What follows belongs to an exercise in optimizing a design on an open flow for small area and a short achievable clock period; a production flow would make more cautious choices.
Function was not checked in any run shown here: the RTL went through the layout flow alone.
No activity file was given, so power comes from the tool's default toggle rates.

==> flow/design.v (outline; a module is shown in full before it is edited, if it fits) <==
// module CannyEdge: 633 lines
module CannyEdge(dAddrRegRow, dAddrRegCol, bWE, bCE, InData, OutData,
	OPMode, bOPEnable, dReadReg, dWriteReg,	clk, rst_b);
  // ...
==> flow/flow/run.sh <==
#!/bin/bash
# Layout flow: the standard flow (standard.sh), unchanged synthesis, plus
#  1. fapol.py on the synthesized netlist: full adders are self-dual, so
#     each fa cell may be fed complemented inputs and give complemented
#     outputs; fapol picks the polarities that need the fewest inverters
#     and rewrites the netlist (registers and ports untouched).
#  2. port buffers of a plain buffer cell (buf_2) instead of the default pick,
#  3. the resizer's setup margin raised so repair_timing keeps shortening
#     the critical paths past the 10 ns constraint,
#  4. a clock tree of smaller buffers and no dummy loads.
# Each tool's output goes to a log file in this folder.
set -u
R=orfs/results/${FLOW_PLATFORM:-sky130hd}/CannyEdge/base
export BUFFER_PORTS_ARGS="-buffer_cell sky130_fd_sc_hd__buf_2"
export SETUP_SLACK_MARGIN=${MARGIN:-5.6}
export CTS_ARGS="-sink_clustering_enable -repair_clock_nets -dont_use_dummy_load -buf_list sky130_fd_sc_hd__clkbuf_8 -sink_clustering_size 16 -sink_clustering_max_diameter 60"
bash standard.sh synth > synth.log 2>&1 || exit 1
if python3 flow/fapol.py $R/1_2_yosys.v $R/1_2_yosys_fapol.v > fapol.log 2>&1; then
  cp $R/1_2_yosys.v $R/1_2_yosys_std.v
  cp $R/1_2_yosys_fapol.v $R/1_2_yosys.v
  rm -f $R/1_synth.odb $R/1_synth.sdc
fi
bash standard.sh > standard.log 2>&1
==> flow/flow/fapol.py <==
#!/usr/bin/env python3
"""Full-adder polarity optimisation on a Yosys gate netlist (sky130hd).

A full adder is self-dual: fa(~a,~b,~c) = (~sum, ~cout).  Yosys's adder
extraction leaves many inverters between full adders; this pass chooses,
for each fa cell, whether to use it "flipped" (fed and producing
complemented signals) so that the number of inverters needed is minimal,
then rewrites the netlist.  The logic function at every register and port
is unchanged; registers are untouched.
usage: fapol.py in.v out.v
"""
import re, sys, random

src = open(sys.argv[1]).read()
INV = 'sky130_fd_sc_hd__inv_1'
FA = re.compile(r'sky130_fd_sc_hd__fa_\d+$')
OUTPINS = {'X', 'Y', 'Q', 'Q_N', 'SUM', 'COUT', 'HI', 'LO'}

# cell instances: type name ( pins );
cell_re = re.compile(r'^(\s*)(sky130_fd_sc_hd__\w+)\s+(\S+)\s*\((.*?)\);\s*$', re.S | re.M)
pin_re = re.compile(r'\.(\w+)\(\s*(.*?)\s*\)(?=\s*,|\s*$)', re.S)

cells = []
for m in cell_re.finditer(src):
    typ, name, body = m.group(2), m.group(3), m.group(4)
    pins = [(p, n.strip()) for p, n in pin_re.findall(body)]
    cells.append({'typ': typ, 'name': name, 'pins': pins, 'span': m.span()})

driver = {}
loads = {}
for i, c in enumerate(cells):
    for p, n in c['pins']:
        if p in OUTPINS:
            driver[n] = (i, p)
        else:
            loads.setdefault(n, []).append((i, p))

def is_inv(i):
    return cells[i]['typ'] == INV

def root(n):
    """follow inverters back: returns (root net, parity)"""
    q = 0
    while n in driver and is_inv(driver[n][0]):
        c = cells[driver[n][0]]
        n = dict(c['pins'])['A']
        q ^= 1
    return n, q

fa_ids = [i for i, c in enumerate(cells) if FA.match(c['typ'])]
fa_set = set(fa_ids)
inv_ids = [i for i, c in enumerate(cells) if c['typ'] == INV]

# demands: for every non-inverter consumer pin, which (root, parity) it needs
# (for fa pins, parity is relative to the fa's flip)
demands = []   # (consumer cell or None, pin, root, q)
nets_out_ports = set()
for i, c in enumerate(cells):
    if c['typ'] == INV:
        continue
    for p, n in c['pins']:
        if p in OUTPINS:
            continue
        if n.startswith("1'") or n == '':
            continue
        r, q = root(n)
        demands.append((i, p, r, q))

# module outputs / assigns that read nets: keep these nets' polarity as-is
assign_re = re.compile(r'^\s*assign\s+(.*?)\s*=\s*(.*?);', re.M)
port_reads = []
for m in assign_re.finditer(src):
    rhs = m.group(2).strip()
    if rhs in driver or rhs in loads:
        r, q = root(rhs)
        port_reads.append((rhs, r, q))

def root_pol(r, flip):
    d = driver.get(r)
    if d and d[0] in fa_set:
        return flip[d[0]]
    return 0

by_root = {}
for i, p, r, q in demands:
    by_root.setdefault(r, []).append((i, q))
for _, r, q in port_reads:
    by_root.setdefault(r, []).append((None, q))
fa_roots = {}
for i in fa_ids:
    rs = set()
    for p, n in cells[i]['pins']:
        if p in OUTPINS:
            rs.add(n)
        elif not (n.startswith("1'") or n == ''):
            rs.add(root(n)[0])
    fa_roots[i] = [r for r in rs if r in by_root]

def root_cost(r, flip):
    rp = root_pol(r, flip)
    wants = set(q ^ (flip[i] if i in fa_set else 0) for i, q in by_root[r])
    return sum(1 for w in wants if w != rp)

def total(flip):
    return sum(root_cost(r, flip) for r in by_root)

def search(flip, seed):
    rnd = random.Random(seed)
    improved = True
    while improved:
        improved = False
        order = fa_ids[:]
        rnd.shuffle(order)
        for i in order:
            before = sum(root_cost(r, flip) for r in fa_roots[i])
            flip[i] ^= 1
            after = sum(root_cost(r, flip) for r in fa_roots[i])
            if after < before or (after == before and rnd.random() < 0.3):
                if after < before:
                    improved = True
            else:
                flip[i] ^= 1
    return total(flip)

start = {i: 0 for i in fa_ids}
print('inverters before', len(inv_ids), 'needed with no flips', total(start), file=sys.stderr)
best, flip = None, None
for seed in range(40):
    f = {i: (random.Random(1000 + seed).random() < 0.5) * 1 if seed else 0 for i in fa_ids}
    c = search(f, seed)
    if best is None or c < best:
        best, flip = c, dict(f)
print('needed after', best, 'flipped', sum(flip.values()), file=sys.stderr)

if len(sys.argv) > 2:
    # rewrite: every (root, polarity) needed gets a net
    newcells = []
    invnet = {}
    cnt = [0]
    def net_for(r, want):
        if want == root_pol(r, flip):
            return r
        if r not in invnet:
            cnt[0] += 1
            nn = f'_fapol_{cnt[0]}_'
            invnet[r] = nn
            ra = r + ' ' if r.startswith('\\') else r
            newcells.append(f'  {INV} fapol_inv_{cnt[0]} (\n    .A({ra}),\n    .Y({nn})\n  );\n')
        return invnet[r]
    out = []
    last = 0
    for i, c in enumerate(cells):
        s, e = c['span']
        out.append(src[last:s])
        last = e
        if c['typ'] == INV:
            continue   # all inverters are re-created as needed
        pins = []
        for p, n in c['pins']:
            if p not in OUTPINS and not (n.startswith("1'") or n == ''):
                r, q = root(n)
                want = q ^ (flip[i] if i in fa_set else 0)
                n = net_for(r, want)
            pins.append(f'    .{p}({n}' + (' )' if n.startswith('\\') else ')'))
        out.append(f"  {c['typ']} {c['name']} (\n" + ',\n'.join(pins) + '\n  );')
    out.append(src[last:])
    text = ''.join(out)
    # port assigns
    def fix_assign(m):
        lhs, rhs = m.group(1), m.group(2).strip()
        if rhs in driver or rhs in loads:
            r, q = root(rhs)
            nn = net_for(r, q)
            return m.group(0).replace(m.group(2), nn + ' ' if nn.startswith('\\') else nn)
        return m.group(0)
    text = assign_re.sub(fix_assign, text)
    wires = ''.join(f'  wire {n};\n' for n in invnet.values())
    text = text.replace('endmodule', wires + ''.join(newcells) + 'endmodule')
    open(sys.argv[2], 'w').write(text)

==> flow/standard.sh <==
#!/bin/bash
# synth_recipe.tcl (not shown) runs the flow's synth.tcl, then flattens the netlist and writes it again
# the make line also repeats each setting of config.mk as NAME=value (left out here)
make -C /OpenROAD-flow-scripts/flow DESIGN_CONFIG=/design/flow/config.mk WORK_HOME=/design/flow/orfs CLKGATE_MAP_FILE= SYNTH_SCRIPT=/design/flow/synth_recipe.tcl "${@:-finish}"
==> flow/config.mk <==
export PLATFORM = sky130hd
export DESIGN_NAME = CannyEdge
export DESIGN_NICKNAME = CannyEdge
export VERILOG_FILES = /design/flow/design.v
export SDC_FILE = /design/flow/constraint.sdc
export NUM_CORES = 4
export LEC_CHECK = 0
export CAP_MARGIN = 20
export CORE_MARGIN = 2
export CORE_UTILIZATION = 40
export SLEW_MARGIN = 20
==> flow/constraint.sdc <==
create_clock -name core_clock -period 10.0 [get_ports {clk}]
set_input_delay 2.0000 -clock core_clock [delete_from_list [all_inputs] [get_ports {clk}]]
set_output_delay 2.0000 -clock core_clock [all_outputs]
set_load 0.01 [all_outputs]
==> notes.md, run 1 <==
Seq area share 36.6%; GRT Max-Usage Layer met2; Least-Margin Pin Slew approximately 1.2 ns; P&R area growth vs syn 11.7%; Initial Util around two fifths; cells after synthesis between 1500 and 2000; 1st-pass router iterations 7; Worst-Skew Late Latency between 0.6 and 0.7 ns; Root Driver clkbuf_8; Max IR drop VDD between 90 and 100 uV; non-clk buf share around 4.3%; dpl cells between 2000 and 2500; Multi-input gate area about 12000 um^2; switching power around 0.54 mW; WHS 0.481 ns; setup slack, reg-to-reg 5.51 ns; antenna-violating nets left 0; first-pass GRT wire length between 90000 and 100000 um; max layer used met4; status finished clean; Internal roughly 1.7 mW; multi-input combinational area share slightly above 50%; syn nets a little under 2000; DIE HEIGHT between 200 and 250 um; max reg flops 200; GRT met3 Usage 5.12%; combinational gate power ~0.17 mW; combinational share of power approximately 7.5%; Fin. Hold Viols 0
==> inputs of run 2 (changes only) <==
--- a/flow/design.v
+++ b/flow/design.v
@@ -516,26 +516,271 @@
 wire g_470 = (g_458 & g_467) | (g_458 & g_460) | (g_467 & g_460);
 wire g_471 = g_462 ^ g_469;
 wire g_472 = g_462 & g_469;
 wire g_473 = 1'b1 ^ g_468;
 wire g_474 = 1'b1 & g_468;
 assign gsum0 = {1'b1, g_470, g_464, g_463, g_447, g_425, g_395, g_363, g_292, g_258, g_255};
 assign gsum1 = {g_474, g_472, g_466, g_450, g_428, g_398, g_366, g_330, g_327, g_291, glow[4]};
 assign gsum2 = {1'b0, g_473, g_471, g_465, g_449, g_427, g_397, g_365, g_329, g_293, g_257};
-wire signed [10:0] gx_n = $signed({3'b0, x2}) + $signed({3'b0, x12}) + $signed({2'b0, x7, 1'b0})
-                        - $signed({3'b0, x0}) - $signed({3'b0, x10}) - $signed({2'b0, x5, 1'b0});
-wire signed [10:0] gy_n = $signed({3'b0, x0}) + $signed({3'b0, x2}) + $signed({2'b0, x1, 1'b0})
-                        - $signed({3'b0, x10}) - $signed({3'b0, x12}) - $signed({2'b0, x11, 1'b0});
+wire signed [10:0] gx_n = {3'b0, x2} + {3'b0, x12} + {2'b0, x7, 1'b0}
+                        - {3'b0, x0} - {3'b0, x10} - {2'b0, x5, 1'b0};
+wire signed [10:0] gy_n = {3'b0, x0} + {3'b0, x2} + {2'b0, x1, 1'b0}
+                        - {3'b0, x10} - {3'b0, x12} - {2'b0, x11, 1'b0};
 wire sx = Gx[10], sy = Gy[10];
-wire [10:0] ax = sx ? -Gx : Gx;
-wire [10:0] ay = sy ? -Gy : Gy;
-wire [11:0] asum = ax + ay;
-wire d0  = {ay, 1'b0} <= {1'b0, ax};
-wire d45 = {2'b0, ay, 1'b0} <= ({1'b0, ax, 2'b0} + {3'b0, ax});
+wire [10:0] A = Gx ^ {11{sx}};
+wire [10:0] B = Gy ^ {11{sy}};
+wire sg_1 = A[0] ^ B[0] ^ sx;
+wire sg_2 = (A[0] & B[0]) | (A[0] & sx) | (B[0] & sx);
+wire sg_3 = A[1] ^ B[1];
+wire sg_4 = A[1] & B[1];
+wire sg_5 = A[2] ^ B[2];
+wire sg_6 = A[2] & B[2];
+wire sg_7 = A[3] ^ B[3];
+wire sg_8 = A[3] & B[3];
+wire sg_9 = A[4] ^ B[4];
+wire sg_10 = A[4] & B[4];
+wire sg_11 = A[5] ^ B[5];
+wire sg_12 = A[5] & B[5];
+wire sg_13 = A[6] ^ B[6];
+wire sg_14 = A[6] & B[6];
+wire sg_15 = A[7] ^ B[7];
+wire sg_16 = A[7] & B[7];
+wire sg_17 = A[8] ^ B[8];
+wire sg_18 = A[8] & B[8];
+wire sg_19 = A[9] ^ B[9];
+wire sg_20 = A[9] & B[9];
+wire sg_21 = A[10] ^ B[10];
+wire sg_22 = A[10] & B[10];
+wire [11:0] sg_r0 = {sg_22, sg_20, sg_18, sg_16, sg_14, sg_12, sg_10, sg_8, sg_6, sg_4, sg_2, sy};
+wire [11:0] sg_r1 = {1'b0, sg_21, sg_19, sg_17, sg_15, sg_13, sg_11, sg_9, sg_7, sg_5, sg_3, sg_1};
+wire s0_1 = A[1] ^ ~B[0];
+wire s0_2 = A[1] & ~B[0];
+wire s0_3 = A[2] ^ ~B[1];
+wire s0_4 = A[2] & ~B[1];
+wire s0_5 = A[3] ^ ~B[2];
+wire s0_6 = A[3] & ~B[2];
+wire s0_7 = A[4] ^ ~B[3];
+wire s0_8 = A[4] & ~B[3];
+wire s0_9 = A[5] ^ ~B[4];
+wire s0_10 = A[5] & ~B[4];
+wire s0_11 = A[6] ^ ~B[5];
+wire s0_12 = A[6] & ~B[5];
+wire s0_13 = A[7] ^ ~B[6];
+wire s0_14 = A[7] & ~B[6];
+wire s0_15 = A[8] ^ ~B[7];
+wire s0_16 = A[8] & ~B[7];
+wire s0_17 = A[9] ^ ~B[8];
+wire s0_18 = A[9] & ~B[8];
+wire s0_19 = A[10] ^ ~B[9];
+wire s0_20 = A[10] & ~B[9];
+wire [13:0] s0_r0 = {1'b1, 1'b1, ~B[10], s0_18, s0_16, s0_14, s0_12, s0_10, s0_8, s0_6, s0_4, s0_2, ~sy, A[0]};
+wire [13:0] s0_r1 = {1'b0, 1'b0, s0_20, s0_19, s0_17, s0_15, s0_13, s0_11, s0_9, s0_7, s0_5, s0_3, s0_1, sx};
+wire s5_1 = A[1] ^ ~B[0];
+wire s5_2 = A[1] & ~B[0];
+wire s5_3 = A[0] ^ A[2] ^ sx;
+wire s5_4 = (A[0] & A[2]) | (A[0] & sx) | (A[2] & sx);
+wire s5_5 = ~B[1] ^ s5_2;
+wire s5_6 = ~B[1] & s5_2;
+wire s5_7 = A[1] ^ A[3] ^ ~B[2];
+wire s5_8 = (A[1] & A[3]) | (A[1] & ~B[2]) | (A[3] & ~B[2]);
+wire s5_9 = s5_4 ^ s5_7;
+wire s5_10 = s5_4 & s5_7;
+wire s5_11 = A[2] ^ A[4] ^ ~B[3];
+wire s5_12 = (A[2] & A[4]) | (A[2] & ~B[3]) | (A[4] & ~B[3]);
+wire s5_13 = s5_8 ^ s5_11;
+wire s5_14 = s5_8 & s5_11;
+wire s5_15 = A[3] ^ A[5] ^ ~B[4];
+wire s5_16 = (A[3] & A[5]) | (A[3] & ~B[4]) | (A[5] & ~B[4]);
+wire s5_17 = s5_12 ^ s5_15;
+wire s5_18 = s5_12 & s5_15;
+wire s5_19 = A[4] ^ A[6] ^ ~B[5];
+wire s5_20 = (A[4] & A[6]) | (A[4] & ~B[5]) | (A[6] & ~B[5]);
+wire s5_21 = s5_16 ^ s5_19;
+wire s5_22 = s5_16 & s5_19;
+wire s5_23 = A[5] ^ A[7] ^ ~B[6];
+wire s5_24 = (A[5] & A[7]) | (A[5] & ~B[6]) | (A[7] & ~B[6]);
+wire s5_25 = s5_20 ^ s5_23;
+wire s5_26 = s5_20 & s5_23;
+wire s5_27 = A[6] ^ A[8] ^ ~B[7];
+wire s5_28 = (A[6] & A[8]) | (A[6] & ~B[7]) | (A[8] & ~B[7]);
+wire s5_29 = s5_24 ^ s5_27;
+wire s5_30 = s5_24 & s5_27;
+wire s5_31 = A[7] ^ A[9] ^ ~B[8];
+wire s5_32 = (A[7] & A[9]) | (A[7] & ~B[8]) | (A[9] & ~B[8]);
+wire s5_33 = s5_28 ^ s5_31;
+wire s5_34 = s5_28 & s5_31;
+wire s5_35 = A[8] ^ A[10] ^ ~B[9];
+wire s5_36 = (A[8] & A[10]) | (A[8] & ~B[9]) | (A[10] & ~B[9]);
+wire s5_37 = s5_32 ^ s5_35;
+wire s5_38 = s5_32 & s5_35;
+wire s5_39 = A[9] ^ ~B[10] ^ s5_36;
+wire s5_40 = (A[9] & ~B[10]) | (A[9] & s5_36) | (~B[10] & s5_36);
+wire s5_41 = A[10] ^ 1'b1;
+wire s5_42 = A[10] & 1'b1;
+wire [14:0] s5_r0 = {1'b1, 1'b1, s5_40, s5_38, s5_34, s5_30, s5_26, s5_22, s5_18, s5_14, s5_10, s5_6, s5_3, ~sy, A[0]};
+wire [14:0] s5_r1 = {1'b0, s5_42, s5_41, s5_39, s5_37, s5_33, s5_29, s5_25, s5_21, s5_17, s5_13, s5_9, s5_5, s5_1, sx};
+wire [11:0] sga_g0 = sg_r0 & sg_r1;
+wire [11:0] sga_p0 = sg_r0 ^ sg_r1;
+wire sga_G1_1 = sga_g0[1] | (sga_p0[1] & sga_g0[0]);
+wire sga_P1_1 = sga_p0[1] & sga_p0[0];
+wire sga_G1_3 = sga_g0[3] | (sga_p0[3] & sga_g0[2]);
+wire sga_P1_3 = sga_p0[3] & sga_p0[2];
+wire sga_G1_5 = sga_g0[5] | (sga_p0[5] & sga_g0[4]);
+wire sga_P1_5 = sga_p0[5] & sga_p0[4];
+wire sga_G1_7 = sga_g0[7] | (sga_p0[7] & sga_g0[6]);
+wire sga_P1_7 = sga_p0[7] & sga_p0[6];
+wire sga_G1_9 = sga_g0[9] | (sga_p0[9] & sga_g0[8]);
+wire sga_P1_9 = sga_p0[9] & sga_p0[8];
+wire sga_G1_11 = sga_g0[11] | (sga_p0[11] & sga_g0[10]);
+wire sga_P1_11 = sga_p0[11] & sga_p0[10];
+wire sga_G2_2 = sga_g0[2] | (sga_p0[2] & sga_G1_1);
+wire sga_P2_2 = sga_p0[2] & sga_P1_1;
+wire sga_G2_3 = sga_G1_3 | (sga_P1_3 & sga_G1_1);
+wire sga_P2_3 = sga_P1_3 & sga_P1_1;
+wire sga_G2_6 = sga_g0[6] | (sga_p0[6] & sga_G1_5);
+wire sga_P2_6 = sga_p0[6] & sga_P1_5;
+wire sga_G2_7 = sga_G1_7 | (sga_P1_7 & sga_G1_5);
+wire sga_P2_7 = sga_P1_7 & sga_P1_5;
+wire sga_G2_10 = sga_g0[10] | (sga_p0[10] & sga_G1_9);
+wire sga_P2_10 = sga_p0[10] & sga_P1_9;
+wire sga_G2_11 = sga_G1_11 | (sga_P1_11 & sga_G1_9);
+wire sga_P2_11 = sga_P1_11 & sga_P1_9;
+wire sga_G3_4 = sga_g0[4] | (sga_p0[4] & sga_G2_3);
+wire sga_P3_4 = sga_p0[4] & sga_P2_3;
+wire sga_G3_5 = sga_G1_5 | (sga_P1_5 & sga_G2_3);
+wire sga_P3_5 = sga_P1_5 & sga_P2_3;
+wire sga_G3_6 = sga_G2_6 | (sga_P2_6 & sga_G2_3);
+wire sga_P3_6 = sga_P2_6 & sga_P2_3;
+wire sga_G3_7 = sga_G2_7 | (sga_P2_7 & sga_G2_3);
+wire sga_P3_7 = sga_P2_7 & sga_P2_3;
+wire sga_G4_8 = sga_g0[8] | (sga_p0[8] & sga_G3_7);
+wire sga_P4_8 = sga_p0[8] & sga_P3_7;
+wire sga_G4_9 = sga_G1_9 | (sga_P1_9 & sga_G3_7);
+wire sga_P4_9 = sga_P1_9 & sga_P3_7;
+wire sga_G4_10 = sga_G2_10 | (sga_P2_10 & sga_G3_7);
+wire sga_P4_10 = sga_P2_10 & sga_P3_7;
+wire sga_G4_11 = sga_G2_11 | (sga_P2_11 & sga_G3_7);
+wire sga_P4_11 = sga_P2_11 & sga_P3_7;
+wire [11:0] sga_s = {(sga_p0[11] ^ sga_G4_10), (sga_p0[10] ^ sga_G4_9), (sga_p0[9] ^ sga_G4_8), (sga_p0[8] ^ sga_G3_7), (sga_p0[7] ^ sga_G3_6), (sga_p0[6] ^ sga_G3_5), (sga_p0[5] ^ sga_G3_4), (sga_p0[4] ^ sga_G2_3), (sga_p0[3] ^ sga_G2_2), (sga_p0[2] ^ sga_G1_1), (sga_p0[1] ^ sga_g0[0]), sga_p0[0]};
+wire [13:0] s0a_g0 = s0_r0 & s0_r1;
+wire [13:0] s0a_p0 = s0_r0 ^ s0_r1;
+wire s0a_G1_1 = s0a_g0[1] | (s0a_p0[1] & s0a_g0[0]);
+wire s0a_P1_1 = s0a_p0[1] & s0a_p0[0];
+wire s0a_G1_3 = s0a_g0[3] | (s0a_p0[3] & s0a_g0[2]);
+wire s0a_P1_3 = s0a_p0[3] & s0a_p0[2];
+wire s0a_G1_5 = s0a_g0[5] | (s0a_p0[5] & s0a_g0[4]);
+wire s0a_P1_5 = s0a_p0[5] & s0a_p0[4];
+wire s0a_G1_7 = s0a_g0[7] | (s0a_p0[7] & s0a_g0[6]);
+wire s0a_P1_7 = s0a_p0[7] & s0a_p0[6];
+wire s0a_G1_9 = s0a_g0[9] | (s0a_p0[9] & s0a_g0[8]);
+wire s0a_P1_9 = s0a_p0[9] & s0a_p0[8];
+wire s0a_G1_11 = s0a_g0[11] | (s0a_p0[11] & s0a_g0[10]);
+wire s0a_P1_11 = s0a_p0[11] & s0a_p0[10];
+wire s0a_G1_13 = s0a_g0[13] | (s0a_p0[13] & s0a_g0[12]);
+wire s0a_P1_13 = s0a_p0[13] & s0a_p0[12];
+wire s0a_G2_2 = s0a_g0[2] | (s0a_p0[2] & s0a_G1_1);
+wire s0a_P2_2 = s0a_p0[2] & s0a_P1_1;
+wire s0a_G2_3 = s0a_G1_3 | (s0a_P1_3 & s0a_G1_1);
+wire s0a_P2_3 = s0a_P1_3 & s0a_P1_1;
+wire s0a_G2_6 = s0a_g0[6] | (s0a_p0[6] & s0a_G1_5);
+wire s0a_P2_6 = s0a_p0[6] & s0a_P1_5;
+wire s0a_G2_7 = s0a_G1_7 | (s0a_P1_7 & s0a_G1_5);
+wire s0a_P2_7 = s0a_P1_7 & s0a_P1_5;
+wire s0a_G2_10 = s0a_g0[10] | (s0a_p0[10] & s0a_G1_9);
+wire s0a_P2_10 = s0a_p0[10] & s0a_P1_9;
+wire s0a_G2_11 = s0a_G1_11 | (s0a_P1_11 & s0a_G1_9);
+wire s0a_P2_11 = s0a_P1_11 & s0a_P1_9;
+wire s0a_G3_4 = s0a_g0[4] | (s0a_p0[4] & s0a_G2_3);
+wire s0a_P3_4 = s0a_p0[4] & s0a_P2_3;
+wire s0a_G3_5 = s0a_G1_5 | (s0a_P1_5 & s0a_G2_3);
+wire s0a_P3_5 = s0a_P1_5 & s0a_P2_3;
+wire s0a_G3_6 = s0a_G2_6 | (s0a_P2_6 & s0a_G2_3);
+wire s0a_P3_6 = s0a_P2_6 & s0a_P2_3;
+wire s0a_G3_7 = s0a_G2_7 | (s0a_P2_7 & s0a_G2_3);
+wire s0a_P3_7 = s0a_P2_7 & s0a_P2_3;
+wire s0a_G3_12 = s0a_g0[12] | (s0a_p0[12] & s0a_G2_11);
+wire s0a_P3_12 = s0a_p0[12] & s0a_P2_11;
+wire s0a_G3_13 = s0a_G1_13 | (s0a_P1_13 & s0a_G2_11);
+wire s0a_P3_13 = s0a_P1_13 & s0a_P2_11;
+wire s0a_G4_8 = s0a_g0[8] | (s0a_p0[8] & s0a_G3_7);
+wire s0a_P4_8 = s0a_p0[8] & s0a_P3_7;
+wire s0a_G4_9 = s0a_G1_9 | (s0a_P1_9 & s0a_G3_7);
+wire s0a_P4_9 = s0a_P1_9 & s0a_P3_7;
+wire s0a_G4_10 = s0a_G2_10 | (s0a_P2_10 & s0a_G3_7);
+wire s0a_P4_10 = s0a_P2_10 & s0a_P3_7;
+wire s0a_G4_11 = s0a_G2_11 | (s0a_P2_11 & s0a_G3_7);
+wire s0a_P4_11 = s0a_P2_11 & s0a_P3_7;
+wire s0a_G4_12 = s0a_G3_12 | (s0a_P3_12 & s0a_G3_7);
+wire s0a_P4_12 = s0a_P3_12 & s0a_P3_7;
+wire s0a_G4_13 = s0a_G3_13 | (s0a_P3_13 & s0a_G3_7);
+wire s0a_P4_13 = s0a_P3_13 & s0a_P3_7;
+wire s0a_msb = s0a_p0[13] ^ s0a_G4_12;
+wire [14:0] s5a_g0 = s5_r0 & s5_r1;
+wire [14:0] s5a_p0 = s5_r0 ^ s5_r1;
+wire s5a_G1_1 = s5a_g0[1] | (s5a_p0[1] & s5a_g0[0]);
+wire s5a_P1_1 = s5a_p0[1] & s5a_p0[0];
+wire s5a_G1_3 = s5a_g0[3] | (s5a_p0[3] & s5a_g0[2]);
+wire s5a_P1_3 = s5a_p0[3] & s5a_p0[2];
+wire s5a_G1_5 = s5a_g0[5] | (s5a_p0[5] & s5a_g0[4]);
+wire s5a_P1_5 = s5a_p0[5] & s5a_p0[4];
+wire s5a_G1_7 = s5a_g0[7] | (s5a_p0[7] & s5a_g0[6]);
+wire s5a_P1_7 = s5a_p0[7] & s5a_p0[6];
+wire s5a_G1_9 = s5a_g0[9] | (s5a_p0[9] & s5a_g0[8]);
+wire s5a_P1_9 = s5a_p0[9] & s5a_p0[8];
+wire s5a_G1_11 = s5a_g0[11] | (s5a_p0[11] & s5a_g0[10]);
+wire s5a_P1_11 = s5a_p0[11] & s5a_p0[10];
+wire s5a_G1_13 = s5a_g0[13] | (s5a_p0[13] & s5a_g0[12]);
+wire s5a_P1_13 = s5a_p0[13] & s5a_p0[12];
+wire s5a_G2_2 = s5a_g0[2] | (s5a_p0[2] & s5a_G1_1);
+wire s5a_P2_2 = s5a_p0[2] & s5a_P1_1;
+wire s5a_G2_3 = s5a_G1_3 | (s5a_P1_3 & s5a_G1_1);
+wire s5a_P2_3 = s5a_P1_3 & s5a_P1_1;
+wire s5a_G2_6 = s5a_g0[6] | (s5a_p0[6] & s5a_G1_5);
+wire s5a_P2_6 = s5a_p0[6] & s5a_P1_5;
+wire s5a_G2_7 = s5a_G1_7 | (s5a_P1_7 & s5a_G1_5);
+wire s5a_P2_7 = s5a_P1_7 & s5a_P1_5;
+wire s5a_G2_10 = s5a_g0[10] | (s5a_p0[10] & s5a_G1_9);
+wire s5a_P2_10 = s5a_p0[10] & s5a_P1_9;
+wire s5a_G2_11 = s5a_G1_11 | (s5a_P1_11 & s5a_G1_9);
+wire s5a_P2_11 = s5a_P1_11 & s5a_P1_9;
+wire s5a_G2_14 = s5a_g0[14] | (s5a_p0[14] & s5a_G1_13);
+wire s5a_P2_14 = s5a_p0[14] & s5a_P1_13;
+wire s5a_G3_4 = s5a_g0[4] | (s5a_p0[4] & s5a_G2_3);
+wire s5a_P3_4 = s5a_p0[4] & s5a_P2_3;
+wire s5a_G3_5 = s5a_G1_5 | (s5a_P1_5 & s5a_G2_3);
+wire s5a_P3_5 = s5a_P1_5 & s5a_P2_3;
+wire s5a_G3_6 = s5a_G2_6 | (s5a_P2_6 & s5a_G2_3);
+wire s5a_P3_6 = s5a_P2_6 & s5a_P2_3;
+wire s5a_G3_7 = s5a_G2_7 | (s5a_P2_7 & s5a_G2_3);
+wire s5a_P3_7 = s5a_P2_7 & s5a_P2_3;
+wire s5a_G3_12 = s5a_g0[12] | (s5a_p0[12] & s5a_G2_11);
+wire s5a_P3_12 = s5a_p0[12] & s5a_P2_11;
+wire s5a_G3_13 = s5a_G1_13 | (s5a_P1_13 & s5a_G2_11);
+wire s5a_P3_13 = s5a_P1_13 & s5a_P2_11;
+wire s5a_G3_14 = s5a_G2_14 | (s5a_P2_14 & s5a_G2_11);
+wire s5a_P3_14 = s5a_P2_14 & s5a_P2_11;
+wire s5a_G4_8 = s5a_g0[8] | (s5a_p0[8] & s5a_G3_7);
+wire s5a_P4_8 = s5a_p0[8] & s5a_P3_7;
+wire s5a_G4_9 = s5a_G1_9 | (s5a_P1_9 & s5a_G3_7);
+wire s5a_P4_9 = s5a_P1_9 & s5a_P3_7;
+wire s5a_G4_10 = s5a_G2_10 | (s5a_P2_10 & s5a_G3_7);
+wire s5a_P4_10 = s5a_P2_10 & s5a_P3_7;
+wire s5a_G4_11 = s5a_G2_11 | (s5a_P2_11 & s5a_G3_7);
+wire s5a_P4_11 = s5a_P2_11 & s5a_P3_7;
+wire s5a_G4_12 = s5a_G3_12 | (s5a_P3_12 & s5a_G3_7);
+wire s5a_P4_12 = s5a_P3_12 & s5a_P3_7;
+wire s5a_G4_13 = s5a_G3_13 | (s5a_P3_13 & s5a_G3_7);
+wire s5a_P4_13 = s5a_P3_13 & s5a_P3_7;
+wire s5a_G4_14 = s5a_G3_14 | (s5a_P3_14 & s5a_G3_7);
+wire s5a_P4_14 = s5a_P3_14 & s5a_P3_7;
+wire s5a_msb = s5a_p0[14] ^ s5a_G4_13;
+wire [11:0] asum = sga_s;		 
+wire d0  = ~s0a_msb;			 
+wire d45 = ~s5a_msb;			 
 wire [1:0] dir_n = d0 ? 2'd0 : d45 ? ((sx ^ sy) ? 2'd3 : 2'd1) : 2'd2;
 reg [7:0] xa, xb;
 always @(*)
 	case (pc)
 	2'd0: begin xa = x5;  xb = x7;  end
 	2'd1: begin xa = x2;  xb = x10; end
 	2'd2: begin xa = x11; xb = x1;  end
 	default: begin xa = x12; xb = x0; end
==> notes.md, run 2 <==
status finished clean (unchanged); Root Driver clkbuf_8 (unchanged); Tmin final 4.53 ns (was 4.49 ns); Placed Area 22400 um^2 (about the same); delay-heaviest family, CP adder cells (unchanged); first-pass GRT wire length 109000 um (was 98100 um); P&R area growth vs syn 10.9% (was 11.7%); # setup viols final 0 (unchanged); placer congestion estimate 1.07 (was 0.999); Fin. Hold Viols 0 (unchanged); clk_skew 0.0795 ns (was 0.0572 ns); syn nets 1968 (was 1972); Num CTS Buffers 28 (was 30); Final Core Density 45.0% (was 45.1%); drt via density 6.07 (was 5.82); most common cell after layout, fill and taps aside edfxtp_1 (unchanged); most frequent cells in the layout edfxtp_1 (267), fa_1 (218), inv_1 (129) (was edfxtp_1 (267), fa_1 (239), inv_1 (121)); Worst Path Max Fanout 2 (unchanged); share of layout cells above drive strength 1 19.5% (was 17.8%); Worst setup SP type flip-flop (unchanged); max incr delay on CP 0.62 ns (was 0.61 ns); largest net degree at the start of global routing 40 (was 32); final WL 77100 um (was 67900 um); fin crit share 45.3% (was 44.9%); DRT iter0 DRCs 1822 (was 1728); number of remaining DRC errors 0 (unchanged); GRT Total Usage 28.0% (was 25.4%); most frequent CP cell fa_2 (unchanged); Critical Path End Type flip-flop (unchanged); DIE HEIGHT 235 um (was 234 um); Slew Limit Fails 0 (unchanged); core area 52800 um^2 (was 52400 um^2); max cap viols 0 (unchanged); Yosys Warn Count 2 (unchanged); Rel. slew slack 23.8% (was 22.0%); Buf+Inv Stages, Crit Path 0 (was 1); 1st-pass router iterations 6 (was 7); Hold Crit Class flip-flop to flip-flop (unchanged); leakage 8.36 nW (was 8.33 nW); CP Class flip-flop to flip-flop (unchanged); number of clock sinks 292 (unchanged); fin nets 2090 (was 2114); quantity of I/O buffers inserted on ports 37 (unchanged); final std cells w/o fill 2319 (was 2369); Peak Freq 221 MHz (was 223 MHz); max reg flops 200 (unchanged); cells after synthesis 1509 (was 1540); number of cell rows 84 (unchanged); Clock Path Buffers 3 (unchanged); via count 14100 (was 13800); R2R Path Start regX[3][3] (was regX[6][4]); Top reg by flops regX (unchanged); dpl cells 2215 (was 2264); H-tree depth 1 (unchanged); final instance area 23700 um^2 (was 23600 um^2); RSZ-0062 raised after global routing true (unchanged); die span in x 235 um (was 234 um); CP Cell Sequence fa_2, fa_2, fa_2, fa_2, fa_1, fa_2, fa_2, fa_2 (was fa_1, fa_2, inv_2, fa_2, fa_2, fa_2, fa_2, ha_4, fa_1); WHS 0.491 ns (was 0.481 ns); total power draw 2.20 mW (was 2.21 mW); Post-Syn Area 21400 um^2 (was 21200 um^2); min-delay src Out_gf[0] (was y6c[0]); clock slew at reported path FFs 0.09 ns (was 0.11 ns); Fin Setup TNS 0 ns (unchanged); setup ws final 5.47 ns (was 5.51 ns); Die ar. 55400 um^2 (was 54800 um^2); # hold bufs at CTS 0 (unchanged); number of global-route vias before repair 14600 (was 14400); Worst-Skew Late Latency 0.67 ns (was 0.66 ns); Least-Margin Pin Slew 1.14 ns (was 1.17 ns); antenna violations before repair 5 (was 2); antenna-violating nets left 0 (unchanged); Worst path slowest cell fa_2 (unchanged); WL/cell 33.2 um (was 28.6 um); power density cells 92.6 nW/um^2 (was 93.3 nW/um^2); io pins 38 (unchanged); worst endpoint data arrival time 4.86 ns (was 4.85 ns); hpwl dp 60800 um (was 54100 um); CP startpoint regX[3][3] (was regX[6][4]); Place WS 4.83 ns (was 5.22 ns); WP data required 10.34 ns (was 10.36 ns); Max IR drop VDD 83.1 uV (was 94.2 uV); Overflow after GRT 0 (unchanged); TritonCTS clock tree yes (unchanged); Initial Util 40.6% (was 40.4%); syn avg cell area 14.2 um^2 (was 13.7 um^2)
[run 2: layout make-up]
class | count | area (um^2)
antenna | 2 | 5.00
clock buffer | 28 | 385
fill | 4742 | 29000
inverter | 130 | 488
multi-input combinational | 1049 | 12400
sequential | 292 | 8650
tap | 688 | 861
timing repair buffer | 130 | 928
[run 2: worst register-to-register path, stage by stage, from the launching register on]
cell      delay [ns]
edfxtp_1        0.54
fa_2            0.44
fa_2            0.60
fa_2            0.45
fa_2            0.62
fa_1            0.46
fa_2            0.35
fa_2            0.35
fa_2            0.41
[run 2: path summary, 6_finish.rpt]
| check | cells past startpoint | slack (ns) | endpoint |
|---|---|---|---|
| setup / recovery | 8 | 5.47 | gs2[3] |
| hold / removal | 2 | 0.49 | Out_gf[0] |
| setup reg to reg | 8 | 5.47 | gs2[3] |
| hold reg to reg | 2 | 0.49 | Out_gf[0] |
| max in group asynchronous | 1 | 8.15 | Out_gf[2] |
| min in group asynchronous | 1 | 1.39 | Out_gradient[4] |
[run 2: report_power, final]
part / internal [mW] / leakage [nW] / switching, mW / total [mW]
sequential: 1.35 / 2.52 / 0.0149 / 1.36
combinational: 0.0628 / 5.64 / 0.127 / 0.189
clock: 0.247 / 0.201 / 0.400 / 0.648
total: 1.66 / 8.36 / 0.542 / 2.20
[run 2: timing repair]
item                                    4_1_cts  5_1_grt
pin swaps                                    44       54
endpoints found under the setup margin       65       53
resized for setup                            59       47
setup buffers                                58       16
[run 2: layer usage]
layer / GRT usage (%) / wire length (um) / vias up
li1: - / - / 5732
met1: 37.7 / 30600 / 7306
met2: 43.1 / 34200 / 813
met3: 5.01 / 6950 / 217
met4: 15.9 / 5280 / 2
met5: 0 / 13 / -

==> re-timing with driven ports <==
In the flow no input, the clock included, has a driving cell. The finished layouts below were timed again as built, in two steps. Step 1: set_driving_cell puts a clkbuf_16 on clk and a buf_2 on each other input, an assumption about the parent block. Step 2 also shifts input and output timing later by t, the mid clock arrival at the registers, as if the neighbouring blocks saw the same clock. a / b / c = no drivers / after step 1 / after step 2; a / b = the first two.
run | shift t [ns] | slack for setup (ns) | hold WS [ns] | slew at the worst register clock pin (ns) | worst data-port slew with drivers (ns)
run 1 | 0.688 | 5.507 / 5.507 / 5.138 | 0.481 / 0.481 / 0.481 | 0.11 / 0.11 | 0.04
run 2 | 0.679 | 5.474 / 5.474 / 5.067 | 0.491 / 0.491 / 0.491 | 0.11 / 0.11 | 0.04
After both steps every run listed still meets setup and hold. The setup slack of run 2, which loses most, moves by 0.000 ns with the drivers and by -0.407 ns with both steps.
